What follows belongs to an exercise in optimizing a design on an open flow for small area; a production flow would make more cautious choices. Function was checked by simulation only, so behaviour that the tests miss may differ from the original. The flow treats the clock pin as an ideal source, which a real chip does not have. Power figures rest on the tool's default switching activity, not on a simulated workload.

**flow/config.mk**
```make
export PLATFORM = sky130hd
export DESIGN_NAME = usb_top
export DESIGN_NICKNAME = usb_top
export VERILOG_FILES = /design/flow/design.v
export SDC_FILE = /design/flow/constraint.sdc
export NUM_CORES = 4
export LEC_CHECK = 0
export CAP_MARGIN = 20
export CORE_MARGIN = 2
export CORE_UTILIZATION = 40
export SLEW_MARGIN = 20
```
**flow/constraint.sdc**
```tcl
create_clock -name core_clock -period 6.0 [get_ports {gclk}]
set_input_delay 1.2000 -clock core_clock [delete_from_list [all_inputs] [get_ports {gclk}]]
set_output_delay 1.2000 -clock core_clock [all_outputs]
set_load 0.01 [all_outputs]
```
**flow/design.v**
```verilog
module usb_top (gclk, reset_l, cs1_l, SYN_GEN_LD, CRC_16, TX_LOAD, TX_DATA,
                TX_LAST_BYTE, RX_LOAD, error_crc_rx, TX_READY_LD, T_lastbit,
                qualify_out, DATA, RX_READY_LD, RX_LAST_BYTE);
input        gclk;
input        reset_l;
input        cs1_l;
input        SYN_GEN_LD;
input        CRC_16;
input        TX_LOAD;
input  [7:0] TX_DATA;
input        TX_LAST_BYTE;
input        RX_LOAD;
output       error_crc_rx;
output       TX_READY_LD;
output       T_lastbit;
output [8:0] qualify_out;
output [7:0] DATA;
output       RX_READY_LD;
output       RX_LAST_BYTE;
reg        w1, w2, act2;           
reg  [7:0] sh1, sh2;
reg  [4:0] c1, c2;                 
reg        lbf, crcf;
reg  [3:0] crccnt;
reg  [4:0] pcc;
reg  [5:0] ds;                     
wire       halt = &ds;
wire       done1 = (c1 == 5'd8);
wire       done2 = (c2 == 5'd8);
wire       a1 = w1 & ~act2;
wire       a2 = w2 & act2;
wire       tcs = a1 | a2;
wire       tdo_bit = act2 ? sh2[0] : sh1[0];
wire       crc_done = CRC_16 ? (crccnt == 4'd14) : (crccnt == 4'd3);
wire       tl1 = lbf & ~(w1 | w2);
reg        tl2;
assign     T_lastbit = tl1 | tl2;
assign     TX_READY_LD = ~(w1 & w2) & ~halt;
wire       start = tcs | (CRC_16 & (T_lastbit | crcf)) | (&pcc);
always @(posedge gclk or negedge reset_l)
  if (!reset_l) begin
    w1 <= 1'b0; w2 <= 1'b0;
  end else if ((TX_LOAD | SYN_GEN_LD) & ~w1) w1 <= 1'b1;
  else if (TX_LOAD & ~w2) w2 <= 1'b1;
  else if (done1) w1 <= 1'b0;
  else if (done2) w2 <= 1'b0;
always @(posedge gclk or negedge reset_l)
  if (!reset_l) act2 <= 1'b0;
  else if (done2) act2 <= 1'b0;
  else if (done1) act2 <= 1'b1;
always @(posedge gclk or negedge reset_l)
  if (!reset_l) sh1[0] <= 1'b0;
  else if (~halt) begin
    if (SYN_GEN_LD) sh1[0] <= 1'b0;
    else if (TX_LOAD & ~w1) sh1[0] <= TX_DATA[0];
    else if (a1) sh1[0] <= sh1[1];
  end
always @(posedge gclk)
  if (~halt) begin
    if (SYN_GEN_LD) sh1[7:1] <= 7'h40;
    else if (TX_LOAD & ~w1) sh1[7:1] <= TX_DATA[7:1];
    else if (a1) sh1[7:1] <= {1'b0, sh1[7:2]};
  end
always @(posedge gclk or negedge reset_l)
  if (!reset_l) sh2 <= 8'h00;
  else if (~halt) begin
    if (TX_LOAD & ~w2 & w1) sh2 <= TX_DATA;
    else if (a2) sh2 <= {1'b0, sh2[7:1]};
  end
always @(negedge gclk or negedge reset_l)
  if (!reset_l) c1 <= 5'd0;
  else if (~halt) begin
    if (a1) c1 <= c1 + 5'd1;
    else if (done1) c1 <= 5'd0;
  end
always @(negedge gclk or negedge reset_l)
  if (!reset_l) c2 <= 5'd0;
  else if (~halt) begin
    if (a2) c2 <= c2 + 5'd1;
    else if (done2) c2 <= 5'd0;
  end
always @(negedge gclk)
  tl2 <= tl1;
always @(posedge gclk or negedge reset_l)
  if (!reset_l) lbf <= 1'b0;
  else if (TX_LAST_BYTE) lbf <= 1'b1;
  else if (T_lastbit) lbf <= 1'b0;
always @(posedge gclk or negedge reset_l)
  if (!reset_l) crcf <= 1'b0;
  else if (T_lastbit) crcf <= 1'b1;
  else if (crc_done) crcf <= 1'b0;
always @(posedge gclk or negedge reset_l)
  if (!reset_l) crccnt <= 4'd0;
  else if (crc_done) crccnt <= 4'd0;
  else if (crcf) crccnt <= crccnt + 4'd1;
always @(posedge gclk or negedge reset_l)
  if (!reset_l) pcc <= 5'd0;
  else if (tcs & ~CRC_16 & ~halt) pcc <= pcc + 5'd1;
reg start_txd, tdv, tdo, vd;
always @(posedge gclk) begin
  if (~cs1_l | ~start) ds <= 6'd0;
  else ds <= {ds[4:0], tdo_bit & ~halt};
  start_txd <= cs1_l & start;
  tdv <= start_txd;
  if (~start_txd) tdo <= 1'b1;
  else if (~ds[0]) tdo <= ~tdo;
end
always @(posedge gclk or negedge reset_l)
  if (!reset_l) vd <= 1'b0;
  else vd <= tdv;
wire send_eop = vd & ~tdv;
wire rxd = tdo & ~send_eop;
localparam S_WAIT = 3'd0, S_PID = 3'd1, S_FRAME = 3'd2, S_DEV = 3'd3,
           S_DATA = 3'd4, S_EP = 3'd5, S_CRC5 = 3'd6, S_ERR = 3'd7;
reg  [9:0] in8;                    
reg  [3:0] xc;
wire       xc_init = xc[3] & xc[2] & xc[1];
reg  [1:0] pc;
reg        sb;                     
reg        eop;
reg        en1, q0;                
wire       cs2 = (sd2 != S_WAIT) & ~q0;
reg  [2:0] state, next_state;
reg  [2:0] sd1, sd2;               
wire       pa = (state != S_WAIT);
wire       jv = ~pa & (sd1 == S_WAIT);   
wire       sync_found = jv & ((xc[3] & (in8[7:0] == 8'h54)) |
                              ((xc == 4'd6) & sb & (in8[5:0] == 6'b010100)) |
                              ((xc == 4'd7) & ~sb & (in8[6:0] == 7'b1010100)));
wire       kmode = (state == S_DEV) | (state == S_EP) | (state == S_FRAME);
wire       dc = kmode & ((in8[6:0] == 7'h00) | (in8[6:0] == 7'h7f));
wire       dec = (xc == 4'd8) & ~kmode;
wire [7:0] pid = in8[7:0];
wire       p_sof = (pid == 8'h6c);
wire       p_ios = (pid == 8'h4e) | (pid == 8'h50) | (pid == 8'h72);
wire       p_dat = (pid == 8'h28) | (pid == 8'h36);
wire       p_pre = (pid == 8'h82);
wire       p_known = p_sof | p_ios | p_dat | p_pre | (pid == 8'hd8) | (pid == 8'hc6) | (pid == 8'hfa);
always @(posedge gclk) begin
  in8 <= {in8[8:0], rxd};
  eop <= send_eop;
end
always @(posedge gclk)
  if (sync_found) pc <= 2'd0;
  else if (pc != 2'd0) pc <= (pc == 2'd3) ? pc : pc + 2'd1;
  else if ((state == S_PID) & dec) pc <= 2'd1;
always @(posedge gclk)
  if (sync_found) sb <= rxd;
always @(*) begin
  next_state = state;
  case (state)
    S_WAIT:  if (sync_found) next_state = S_PID;
    S_PID:   if (eop) next_state = S_WAIT;
             else if (dec) begin
               if (p_pre) next_state = S_PID;
               else if (p_dat) next_state = S_DATA;
               else if (p_ios) next_state = S_DEV;
               else if (p_sof) next_state = S_FRAME;
               else if (~p_known) next_state = S_ERR;
             end
    S_DEV:   if (eop) next_state = S_WAIT; else if (xc == 4'd6) next_state = S_EP;
    S_EP:    if (eop) next_state = S_WAIT; else if (xc == 4'd10) next_state = S_CRC5;
    S_FRAME: if (eop) next_state = S_WAIT; else if (xc == 4'd10) next_state = S_CRC5;
    default: if (eop) next_state = S_WAIT;
  endcase
end
always @(posedge gclk or negedge reset_l)
  if (!reset_l) state <= S_WAIT;
  else state <= next_state;
always @(posedge gclk or negedge reset_l)
  if (!reset_l) xc <= 4'd14;
  else if (sync_found) xc <= 4'd1;
  else if (pa) begin
    if (kmode) xc <= eop ? 4'd0 : (dc ? xc : xc + 4'd1);
    else if ((state == S_PID) & dec & ~eop & (p_sof | p_ios)) xc <= 4'd0;
    else if (xc != 4'd0) xc <= xc + 4'd1;
  end
  else if (sd1 != S_WAIT) xc <= 4'd1;
  else if (xc == 4'd15) xc <= 4'd8;
  else if (xc != 4'd8) xc <= xc + 4'd1;
always @(posedge gclk) begin
  sd1 <= state; sd2 <= sd1;
  en1 <= eop; q0 <= en1;
end
assign qualify_out[8] = ~xc_init & (sd2 == S_WAIT);
assign qualify_out[7] = (sd2 == S_PID);
assign qualify_out[6] = (sd2 == S_DEV);
assign qualify_out[5] = (sd2 == S_EP);
assign qualify_out[4] = (sd2 == S_CRC5);
assign qualify_out[3] = (sd2 == S_FRAME);
assign qualify_out[2] = (sd2 == S_DATA);
assign qualify_out[1] = (sd2 == S_ERR);
assign qualify_out[0] = q0;
wire rx_t4 = (pc != 2'd0) | xc[3] | xc[2];    
wire rx_t9 = (pc != 2'd0);                    
wire rx_t11 = (pc == 2'd3);                   
wire halt_rx = cs2 & rx_t9 & (in8[2] != in8[3]) &
               (in8[9:3] == 7'h00 | in8[9:3] == 7'h7f);
wire rdi = (in8[2] == in8[3]);
wire cwe = cs2 & rx_t11;
assign RX_LAST_BYTE = ~(cs2 & rx_t4);
reg  [4:0]  n5;
reg  [15:0] n16;
reg         err16;
wire        chk = qualify_out[0];
wire        si5 = ~(rdi ^ n5[4]) & cwe;
wire        si16 = ~(rdi ^ n16[15]) & cwe;
always @(posedge gclk or negedge reset_l)
  if (!reset_l) begin
    n5 <= 5'h00; n16 <= 16'h0000; err16 <= 1'b0;
  end else begin
    if (~halt_rx) begin
      n5 <= {n5[3], n5[2], n5[1] ^ si5, n5[0], cwe & ~si5};
      n16 <= {n16[14] ^ si16, n16[13:2], n16[1] ^ si16, n16[0], cwe & ~si16};
    end
    if (chk & (n16 != 16'h7ff2)) err16 <= 1'b1;
  end
wire err5 = chk & (n5 != 5'b10011);
assign error_crc_rx = qualify_out[2] ? err16 : err5;
reg [7:0] rsh;
reg [3:0] rcnt;
reg [7:0] data_out;
reg       rdy;
always @(posedge gclk)
  if (~halt_rx) rsh <= {rdi, rsh[7:1]};
always @(negedge gclk)
  if (~halt_rx) begin
    if (~cs2) rcnt <= 4'hf;
    else if (rcnt == 4'd7) rcnt <= 4'd0;
    else rcnt <= rcnt + 4'd1;
  end
always @(negedge gclk or negedge reset_l)
  if (!reset_l) begin
    data_out <= 8'h00; rdy <= 1'b0;
  end else if (rcnt == 4'd7) begin
    data_out <= rsh; rdy <= 1'b1;
  end else if (RX_LOAD) rdy <= 1'b0;
assign DATA = data_out;
assign RX_READY_LD = rdy;
endmodule
```
**flow/flow/run.sh**
```bash
#!/bin/bash
# Layout flow: ORFS synthesis with an area-oriented ABC mapping (the
# registers are the standard synthesis's: only combinational mapping
# changes), then the standard layout with the smallest port buffer
# cell and a clock tree of small buffers without dummy loads.
set -euo pipefail
W="$PWD"
make -C "$FLOW_HOME" DESIGN_CONFIG="$W/config.mk" WORK_HOME="$W/orfs" CLKGATE_MAP_FILE= \
  SYNTH_SCRIPT="$W/flow/synth.tcl" synth > "$W/synth.log" 2>&1
export BUFFER_PORTS_ARGS="-buffer_cell sky130_fd_sc_hd__buf_1"
export CTS_ARGS="-sink_clustering_enable -repair_clock_nets -dont_use_dummy_load -buf_list \"sky130_fd_sc_hd__clkbuf_2 sky130_fd_sc_hd__clkbuf_4 sky130_fd_sc_hd__clkbuf_8\" -sink_buffer_max_cap_derate 0.5"
export PRE_CTS_TCL="$W/flow/pre_cts.tcl"
bash standard.sh finish > "$W/layout.log" 2>&1
```
**flow/flow/pre_cts.tcl**
```tcl
# Let the clock tree use larger leaf clusters.
set_max_fanout 40 [current_design]
```
**flow/flow/synth.tcl**
```tcl
# Standard ORFS synthesis (as synth_recipe.tcl) with two changes to the
# combinational mapping only: ABC runs its default area-oriented script
# without the speed script, delay target and drive constraints, and adders
# are left to ABC instead of the half/full adder cells.
proc synth {args} { yosys synth -nofsm -noshare {*}$args }
proc abc {args} {
  set out {}
  set skip 0
  foreach a $args {
    if {$skip} { set skip 0; continue }
    if {$a eq "-script" || $a eq "-constr" || $a eq "-D"} { set skip 1; continue }
    lappend out $a
  }
  yosys abc {*}$out
}
set ::env(ADDER_MAP_FILE) ""
source $::env(SCRIPTS_DIR)/synth.tcl
# left out here: clear keep_hierarchy, flatten, clean up, hide names made inside functions, write 1_2_yosys.v
```
**flow/standard.sh**
```bash
#!/bin/bash
# synth_recipe.tcl (not shown) runs the flow's synth.tcl, then flattens the netlist and writes it again
# the make line also repeats each setting of config.mk as NAME=value (left out here)
make -C /OpenROAD-flow-scripts/flow DESIGN_CONFIG=/design/flow/config.mk WORK_HOME=/design/flow/orfs CLKGATE_MAP_FILE= SYNTH_SCRIPT=/design/flow/synth_recipe.tcl "${@:-finish}"
```
==> results of run 1 <==
[cell usage after synthesis, drive strengths merged (6+ instances only)]
| library cell | instances | area [µm²] |
|---|---|---|
| dfrtn | 19 | 475.5 |
| dfrtp | 50 | 1251 |
| nand2b | 8 | 50.05 |
| and3 | 9 | 56.30 |
| dfxtp | 31 | 620.6 |
| nor3 | 11 | 55.05 |
| nor2 | 42 | 157.7 |
| and2 | 8 | 50.05 |
| nand3 | 11 | 55.05 |
| mux2 | 28 | 315.3 |
| mux2i | 11 | 110.1 |
| clkinv | 13 | 48.80 |
| nand4 | 7 | 43.79 |
| edfxtp | 20 | 600.6 |
| xnor2 | 14 | 122.6 |
| a21oi | 30 | 150.1 |
| o21ai | 17 | 85.08 |
| nand2 | 39 | 146.4 |
| nor2b | 13 | 81.33 |
| nor3b | 6 | 45.04 |
[area by class of cell]
| cell class | instances | area share, % |
|---|---|---|
| flip-flops and latches | 123 | 52.91 |
| multi-input cells | 316 | 35.43 |
| clock buffers | 17 | 3.937 |
| well taps | 172 | 3.762 |
| repair buffers | 40 | 2.843 |
| inverters | 12 | 0.7874 |
| clock inverters | 5 | 0.3281 |
[worst max-delay path, delay by kind of cell, from the launching register on]
kind	cells	cell delay, ns
flip-flops	1	0.29
buffers and inverters	2	0.26
AND/OR/NAND/NOR	1	0.17
[cells by family (layout without fill, tap and decap cells)]
logic type	count (synthesis)	after routing	share of synthesized area (%)
DFF	123	123	59.23
and+or+nand+nor	180	180	18.68
AOI/OAI and AO/OA	78	78	9.403
xor gates and xnor gates	19	19	3.257
muxes	39	39	8.325
buffers and inverters	14	74	1.102
[worst max-delay path by stage]
stage                      start        end  slack (ns)
after floorplan           in8[5]    rcnt[0]        0.46
after global placement       tl2  T_lastbit        1.11
after detailed placement     tl2  T_lastbit        1.08
after CTS                    tl2  T_lastbit        0.30
after global routing         tl2  T_lastbit        0.20
final                        tl2  T_lastbit        0.39
[power breakdown]
part           internal, mW  switching [mW]  leakage [nW]
sequential             1.26           0.328          1.32
clock                 0.242           0.275         0.127
combinational         0.459           0.516         0.776
[cells in the final DEF, fill, tap and decap left out, drive strengths merged, types with 3 or more instances in the layout]
| cell type | instances |
|---|---|
| nor3b | 6 |
| o311ai | 3 |
| nor4b | 5 |
| nand3 | 11 |
| or3 | 3 |
| and4 | 3 |
| nor2b | 13 |
| nor3 | 11 |
| xor2 | 5 |
| mux2i | 11 |
| edfxtp | 20 |
| nand2 | 39 |
| nand4 | 7 |
| a21oi | 30 |
| nand4b | 4 |
| clkinv | 17 |
| and2 | 8 |
| clkbuf | 17 |
| dfxtp | 31 |
| nand2b | 8 |
| dfstp | 3 |
| buf | 40 |
| xnor2 | 14 |
| a21o | 3 |
| nor2 | 42 |
| and3 | 9 |
| a31oi | 4 |
| o21ai | 17 |
| dfrtn | 19 |
| mux2 | 28 |
| dfrtp | 50 |
[metal layers]
layer,vias up,GRT usage (%),part of all wire [%]
met2,90,23.43,46
met5,-,0,0
li1,1760,-,-
met3,12,4.789,5.4
met4,0,7.216,1.7
met1,1677,19.01,47
[flip-flops by register name (all words and copies together) (netlist names), 4 cells and up]
| register | flops |
|---|---|
| n16 | 16 |
| sh2 | 8 |
| data_out | 8 |
| in8 | 10 |
| xc | 4 |
| pcc | 5 |
| c2 | 5 |
| sh1 | 8 |
| n5 | 5 |
| rsh | 8 |
| c1 | 5 |
| crccnt | 4 |
| rcnt | 4 |
| ds | 6 |
[stage by stage]
| step | total power [mW] | std cells | setup WS (ns) | utilization, % |
|---|---|---|---|---|
| 4_1_cts | 3.113 | 685 | 0.3048 | 45.52 |
| 5_1_grt | 3.352 | 685 | 0.1973 | 45.52 |
| 3_3_place_gp | 2.557 | 664 | 1.111 | 43.60 |
| 3_5_place_dp | 2.591 | 664 | 1.082 | 43.60 |
| 2_1_floorplan | 2.302 | 453 | 0.4564 | - |
| 6_report | 3.079 | 685 | 0.3910 | 45.52 |
==> impl_results.md, run 1 <==
* Post-synthesis sequential area ratio at 59.23%
* Synth async-reset ratio at 58.54%
* Post-Syn Nets at 469
* Synthesized instance count at 453
* Hold slack final at 0.3219 ns
* RSZ-0062 raised after global routing: false
* CP required at 4.80 ns
* Hold Crit Class: reg2reg
* Remaining DRCs at 0
* CTS Hold Buffers Added at 0
* R2R Path End: c2[3]
* Initial antenna violation count at 0
* I/O Buffers at 37
* EDFF count, synth at 20
* Vias/cell at 5.166
* Number of global-route vias before repair at 3362
* Crit-path max FO at 3
* Final Hold Violating Endpoints at 0
* First-pass GRT wire length at 15.73 mm
* Die Ht at 117.0 µm
* Vias at 3539
* Pre-antenna DRT Iters at 4
* Mean Syn Cell Area at 11.28 µm²
* Starting DRT DRC Count at 220
* Setup repair bufs after CTS at 0
* Die area at 13690 µm²
* Top Ports at 38
* Hold Startpoint: start_txd
* Yosys warns at 1
* Prevailing post-synth register cell: dfrtp_1
* Setup Viol. Count Final at 0
* Final #Nets at 531
* Yosys reg bits at 123
* CTS tree: built
* Area grow syn2layout at 11.95%
* Post-route setup TNS at 0 ns
* Clock Sink Count at 123
* Final non-filler cell area at 5720 µm²
* Starting Density at 40.66%
* DRT antenna net count at 0
* Post-CTS sizing at 0
* Cell chain of the critical path: nor2_1, clkinv_1, buf_1
* Largest net degree at the start of global routing at 35
* Clock latency on the worst-skew pair at 0.77 ns
* Multi-input logic area at 2027 µm²
* CP max-delay cell: dfxtp_1
* Total track usage at 15.01%
* Slew @ Worst Pin at 0.9315 ns
* RR Startpoint: ds[4]
* Crit Path Class: reg2out
* # rows at 41
* Skew final at 0.1093 ns
* Max-cap check violation count at 0
* Yosys cell types at 56
* Core ar. at 12570 µm²
* Area after DPL at 5480 µm²
* Global placement routability congestion at 0.8775
* WL/cell at 13.37 µm
* Cell Area, Synth at 5110 µm²
* P_leak at 2.223 nW
* Total CTS buffers at 17
* Reg clk slew, reported paths at 0.08 ns
* Worst Hold Depth at 0
* Antenna diodes at 0
* Gr ovfl total at 0
* Filler instances at 1186
* Share of cells above drive strength 1 at 4.678%
* R2R depth at 6
* Post-Route WL at 9.157 mm
* Hpwl dp at 6.470 mm
* WP data arrival at 4.41 ns
* Storage element area at 3027 µm²
* Max IR drop VDD at 0.0001702 V
* PwrDens at 538.3 nW/µm²
* Max_slew headroom at 37.90%
* Startpoint Class: flop
* Crit path largest cell delay at 0.29 ns
* Max-slew violation count at 0
* Hold Crit Endpoint: tdv
* Status: no timing/DRC/antenna violations
* R2R Setup Slk at 1.24 ns
* Die X at 117.0 µm
* CP Capture Type: output port
==> run 2, diff against run 1 <==
--- a/flow/flow/run.sh
+++ b/flow/flow/run.sh
@@ -10,4 +10,3 @@
 export BUFFER_PORTS_ARGS="-buffer_cell sky130_fd_sc_hd__buf_1"
 export CTS_ARGS="-sink_clustering_enable -repair_clock_nets -dont_use_dummy_load -buf_list \"sky130_fd_sc_hd__clkbuf_2 sky130_fd_sc_hd__clkbuf_4 sky130_fd_sc_hd__clkbuf_8\" -sink_buffer_max_cap_derate 0.5"
-export PRE_CTS_TCL="$W/flow/pre_cts.tcl"
 bash standard.sh finish > "$W/layout.log" 2>&1
removed: flow/flow/pre_cts.tcl
==> impl_results.md, run 2 <==
* Fraction of the mapped netlist area in adder cells at 0%
* Slew @ Worst Pin at 0.9315 ns
* Post-synthesis sequential area ratio at 59.23%
* Total track usage at 15.01%
* CTS Hold Buffers Added at 0
* Skew final at 0.1093 ns
* DP Worst Slack at 1.082 ns
* Biggest regs: n16 x16, in8 x10
* Number of global-route vias before repair at 3362
* Compound-cell area share of the yosys netlist at 9.403%
* Final Hold Violating Endpoints at 0
* RSZ-0062 raised after global routing: false
* Final non-filler cell area at 5720 µm²
* P_leak at 2.223 nW
* Max-cap check violation count at 0
* Remaining DRCs at 0
* CP Capture Type: output port
* Mean Syn Cell Area at 11.28 µm²
* DRT antenna net count at 0
* Count leader, synth: dfrtp_1
* Yosys reg bits at 123
* Final #Nets at 531
* Yosys warns at 1
* Yosys cell types at 56
* Top reg by flops: n16
* Root Driver: clkbuf_2
* Clock Sink Count at 123
* Max FFs per register at 16
* First-pass GRT wire length at 15.73 mm
* Die X at 117.0 µm
* Post-Syn Nets at 469
* EDFF count, synth at 20
* WL/cell at 13.37 µm
* Cell Area, Synth at 5110 µm²
* Max_slew headroom at 37.90%
* Max IR drop VDD at 0.0001702 V
* Hpwl dp at 6.470 mm
* Global placement routability congestion at 0.8775
* Startpoint Class: flop
* Pre-antenna DRT Iters at 4
* Crit Path Class: reg2out
* PwrDens at 538.3 nW/µm²
* Mux cell area share after synthesis at 8.325%
* Max-slew violation count at 0
* Vias at 3539
* CTS tree: built
* Post-Synth XOR/XNOR Area at 3.257%
* Largest net degree at the start of global routing at 35
* Initial antenna violation count at 0
* Core ar. at 12570 µm²
* Antenna diodes at 0
* Area after DPL at 5480 µm²
* Hold slack final at 0.3219 ns
* Area leader, netlist: dfrtp_1
* Number of H-tree levels at 4
* # rows at 41
* Count of non-filler cells in the finished layout at 685
* Status: no timing/DRC/antenna violations
* Die Ht at 117.0 µm
* Synth async-reset ratio at 58.54%
* Synth Area in Simple Gates at 18.68%
* Setup Viol. Count Final at 0
* Clk buf depth at 2
* Top cells by count, synth: dfrtp_1, nor2_1, nand2_1
* Post-synth top area share at 24.49%
* Commonest non-fill, non-tap cell in the layout: dfrtp_1
* Vias/cell at 5.166
* Total CTS buffers at 17
* Largest family of logic cells by synthesized area: simple AND/OR/NAND/NOR gates
* WP data arrival at 4.41 ns
* Share of cells above drive strength 1 at 4.678%
* I/O Buffers at 37
* Starting Density at 40.66%
* Post-CTS sizing at 0
* Prevailing post-synth register cell: dfrtp_1
* Filler instances at 1186
* Starting DRT DRC Count at 220
* Top Ports at 38
* Setup ws final at 0.3910 ns
* Setup repair bufs after CTS at 0
* Ranking of synthesized cells by area: dfrtp_1, dfxtp_1, edfxtp_1
* Area grow syn2layout at 11.95%
* Clock latency on the worst-skew pair at 0.77 ns
* Most frequent cells in the layout: dfrtp_1, nor2_1, nand2_1, buf_1, dfxtp_1
* Placed instance count at 664
* Crit-path max FO at 3
* Die area at 13690 µm²
* Post-Route WL at 9.157 mm
* Reg clk slew, reported paths at 0.08 ns
* Fin util at 45.52%
* CP required at 4.80 ns
* Gr ovfl total at 0
* Synthesized instance count at 453
* Post-route setup TNS at 0 ns
* Hold Crit Class: reg2reg
* Total Power at 3.079 mW
==> run 2: cell counts after synthesis <==
Identical to the previous run, type by type.
==> run 2: kinds of logic after synthesis <==
kind of cell / Yosys count
xor+xnor: 19
compound gates: 78
flops: 123
mux: 39
simple gates: 180
buf+inv: 14
==> run 2: area by class of cell <==
type,instances,area (µm²),area share (%)
repair buffers,40,162.7,2.843
well taps,172,215.2,3.762
flip-flops and latches,123,3027,52.91
multi-input cells,316,2027,35.43
clock buffers,17,225.2,3.937
clock inverters,5,18.77,0.3281
inverters,12,45.04,0.7874
==> run 2: layer usage <==
| layer | part of all wire (%) | wire (µm) | global-route usage (%) | up-vias |
|---|---|---|---|---|
| li1 | - | - | - | 1760 |
| met1 | 47 | 4316 | 19.01 | 1677 |
| met2 | 46 | 4188 | 23.43 | 90 |
| met3 | 5.4 | 497 | 4.789 | 12 |
| met4 | 1.7 | 155 | 7.216 | 0 |
| met5 | 0 | 0 | 0 | - |
==> run 2: critical path, cell delays in order (launching register included) <==
cell      delay (ns)
dfxtp_1         0.29
nor2_1          0.17
clkinv_1        0.12
buf_1           0.14
==> run 2: worst paths after layout <==
path                       startpoint        end  slack (ns)  cells past startpoint
max                               tl2  T_lastbit        0.39                      3
min                         start_txd        tdv        0.32                      0
max reg2reg                     ds[4]      c2[3]        1.24                      6
min reg2reg                 start_txd        tdv        0.32                      0
max in group asynchronous     reset_l      c2[1]        1.98                      1
min in group asynchronous     reset_l     sh2[0]        0.51                      1
==> run 2: report_power, final <==
part / internal [mW] / leakage (nW) / total (mW) / switching, mW
registers: 1.26 / 1.32 / 1.59 / 0.328
clock network: 0.242 / 0.127 / 0.517 / 0.275
logic: 0.459 / 0.776 / 0.975 / 0.516
==> run 3, diff against run 2 <==
--- a/flow/flow/run.sh
+++ b/flow/flow/run.sh
@@ -6,4 +6,5 @@
 set -euo pipefail
 W="$PWD"
+export FLOW_ABC_SCRIPT="$W/flow/abc.script"
 make -C "$FLOW_HOME" DESIGN_CONFIG="$W/config.mk" WORK_HOME="$W/orfs" CLKGATE_MAP_FILE= \
   SYNTH_SCRIPT="$W/flow/synth.tcl" synth > "$W/synth.log" 2>&1
==> flow/flow/abc.script (new file) <==
strash; &get -n; &deepsyn -T 30; &put; dch -f; map -a; strash; dch -f; map -a; topo
==> flow/flow/synth.tcl (replaced) <==
# Standard ORFS synthesis (as synth_recipe.tcl) with two changes to the
# combinational mapping only: ABC runs an area-oriented script (flow/abc.script,
# named by FLOW_ABC_SCRIPT) without the speed script, delay target and drive
# constraints, and adders are left to ABC instead of the half/full adder cells.
# The registers are the same as the standard synthesis's.
proc synth {args} { yosys synth -nofsm -noshare {*}$args }
proc abc {args} {
  set out {}
  set skip 0
  foreach a $args {
    if {$skip} { set skip 0; continue }
    if {$a eq "-script" || $a eq "-constr" || $a eq "-D"} { set skip 1; continue }
    lappend out $a
  }
  yosys abc -script $::env(FLOW_ABC_SCRIPT) {*}$out
}
set ::env(ADDER_MAP_FILE) ""
source $::env(SCRIPTS_DIR)/synth.tcl
# left out here: clear keep_hierarchy, flatten, clean up, hide names made inside functions, write 1_2_yosys.v
==> impl_results.md, run 3 <==
* Largest net degree at the start of global routing at 34
* Final Hold Violating Endpoints at 0
* Yosys cell types at 34
* CTS Hold Buffers Added at 0
* Synth async-reset ratio at 58.54%
* I/O Buffers at 37
* Yosys reg bits at 123
* Post-route setup TNS at 0 ns
* WL/cell at 13.11 µm
* DRT antenna net count at 0
* Hpwl dp at 6.962 mm
* PwrDens at 535.9 nW/µm²
* Crit-path max FO at 3
* Slew @ Worst Pin at 0.8337 ns
* R2R depth at 6
* Die area at 13260 µm²
* Top cells by count, synth: clkinv_1, nand2_1, nor2_1
* Share of cells above drive strength 1 at 6.873%
* Global placement routability congestion at 0.8298
* First-pass GRT wire length at 16.13 mm
* Final #Nets at 600
* Antenna diodes at 0
* Number of H-tree levels at 4
* Yosys warns at 1
* CP required at 4.80 ns
* Status: no timing/DRC/antenna violations
* Clk buf depth at 2
* Die X at 115.2 µm
* Max-cap check violation count at 0
* Mean Syn Cell Area at 9.486 µm²
* Top reg by flops: n16
* Most frequent cells in the layout: clkinv_1, nand2_1, nor2_1, dfrtp_1, o21ai_0
* Prevailing post-synth register cell: dfrtp_1
* Area leader, netlist: dfrtp_1
* Fin util at 46.05%
* Area grow syn2layout at 11.92%
* Gr ovfl total at 0
* Max-slew violation count at 0
* Highest metal used: met4
* Reg clk slew, reported paths at 0.07 ns
* Vias/cell at 5.123
* Clock Sink Count at 123
* Post-CTS sizing at 0
* Crit Path Class: reg2out
* CP max-delay cell: dfxtp_1
* Post-Syn Nets at 537
* Stages on worst setup path at 3
* Number of global-route vias before repair at 3622
* Synthesized instance count at 521
* Starting DRT DRC Count at 308
* Startpoint Class: flop
* Worst Hold Depth at 0
* Setup repair bufs after CTS at 0
* Post-Route WL at 9.559 mm
* Die Ht at 115.2 µm
* Core ar. at 12010 µm²
* Starting Density at 41.15%
* Setup Viol. Count Final at 0
* Cell Area, Synth at 4942 µm²
* Setup ws final at 0.3707 ns
* Total track usage at 15.69%
* Max_slew headroom at 44.42%
* Post-synthesis sequential area ratio at 61.24%
* Post-synth top area share at 25.32%
* EDFF count, synth at 20
* Area after DPL at 5291 µm²
* Root Driver: clkbuf_2
* CP Capture Type: output port
* Ranking of synthesized cells by area: dfrtp_1, dfxtp_1, edfxtp_1
* # rows at 40
* Total CTS buffers at 17
* Met2 wire length at 4.555 mm
* WP data arrival at 4.43 ns
* Crit path largest cell delay at 0.29 ns
* Final non-filler cell area at 5532 µm²
* Remaining DRCs at 0
* Count leader, synth: clkinv_1
* Buffers and inverters on the worst path at 2
* P_leak at 2.213 nW
* Vias at 3735
* DP Worst Slack at 1.028 ns
* Max IR drop VDD at 0.0001666 V
* Hold Crit Class: reg2reg
* Skew final at 0.1132 ns
* Cell chain of the critical path: nor2_1, clkinv_1, buf_1
* Filler instances at 1145
* Clock latency on the worst-skew pair at 0.78 ns
* Met1 wire length at 4.407 mm
* Met3 wire len at 451 µm
* Commonest non-fill, non-tap cell in the layout: clkinv_1
* Crit path max-delay family: flip-flops
* CTS tree: built
* RSZ-0062 raised after global routing: false
* Total Power at 2.965 mW
* Top Ports at 38
* Initial antenna violation count at 0
* Biggest regs: n16 x16, in8 x10
* Max FFs per register at 16
* Pre-antenna DRT Iters at 4
[run 3: per-layer routing]
layer	global-route usage (%)	up-vias
li1	-	1859
met1	18.73	1759
met2	25.84	101
met3	5.219	16
met4	7.068	0
met5	0	-
[run 3: final cells by class]
| type | count | area, µm² | area share, % |
|---|---|---|---|
| clock inverters | 5 | 18.77 | 0.3393 |
| flip-flops and latches | 123 | 3027 | 54.72 |
| clock buffers | 17 | 225.2 | 4.071 |
| repair buffers | 41 | 170.2 | 3.076 |
| multi-input cells | 315 | 1603 | 28.98 |
| inverters | 81 | 304.0 | 5.496 |
| well taps | 147 | 183.9 | 3.325 |
[run 3: per-stage QoR]
step	hold WS, ns	cells
global route	0.3502	729
detailed placement	0.3282	708
finish	0.3393	729
global placement	0.3106	708
CTS	0.3459	729
floorplan	0.3096	521
[run 3: worst paths after layout]
kind	start	to	slack (ns)
setup / recovery	tl2	T_lastbit	0.37
hold / removal	en1	q0	0.34
setup reg to reg	sd2[1]	rcnt[1]	0.96
hold reg to reg	en1	q0	0.34
max in group asynchronous	reset_l	c1[2]	1.99
min in group asynchronous	reset_l	act2	0.51
[run 3: report_power, final]
part	internal (mW)	total (mW)	switching, mW	leakage [nW]
clock	0.242	0.516	0.273	0.127
sequential	1.24	1.49	0.251	1.34
combinational	0.346	0.959	0.613	0.748
total	1.83	2.96	1.14	2.21
[run 3: cell families after synthesis]
group / share of synthesized area, %
flip-flops: 61.24
multiplexers: 2.025
buffers and inverters: 6.380
XOR/XNOR: 1.950
AO/OA/AOI/OAI: 11.82
AND/OR/NAND/NOR: 16.58
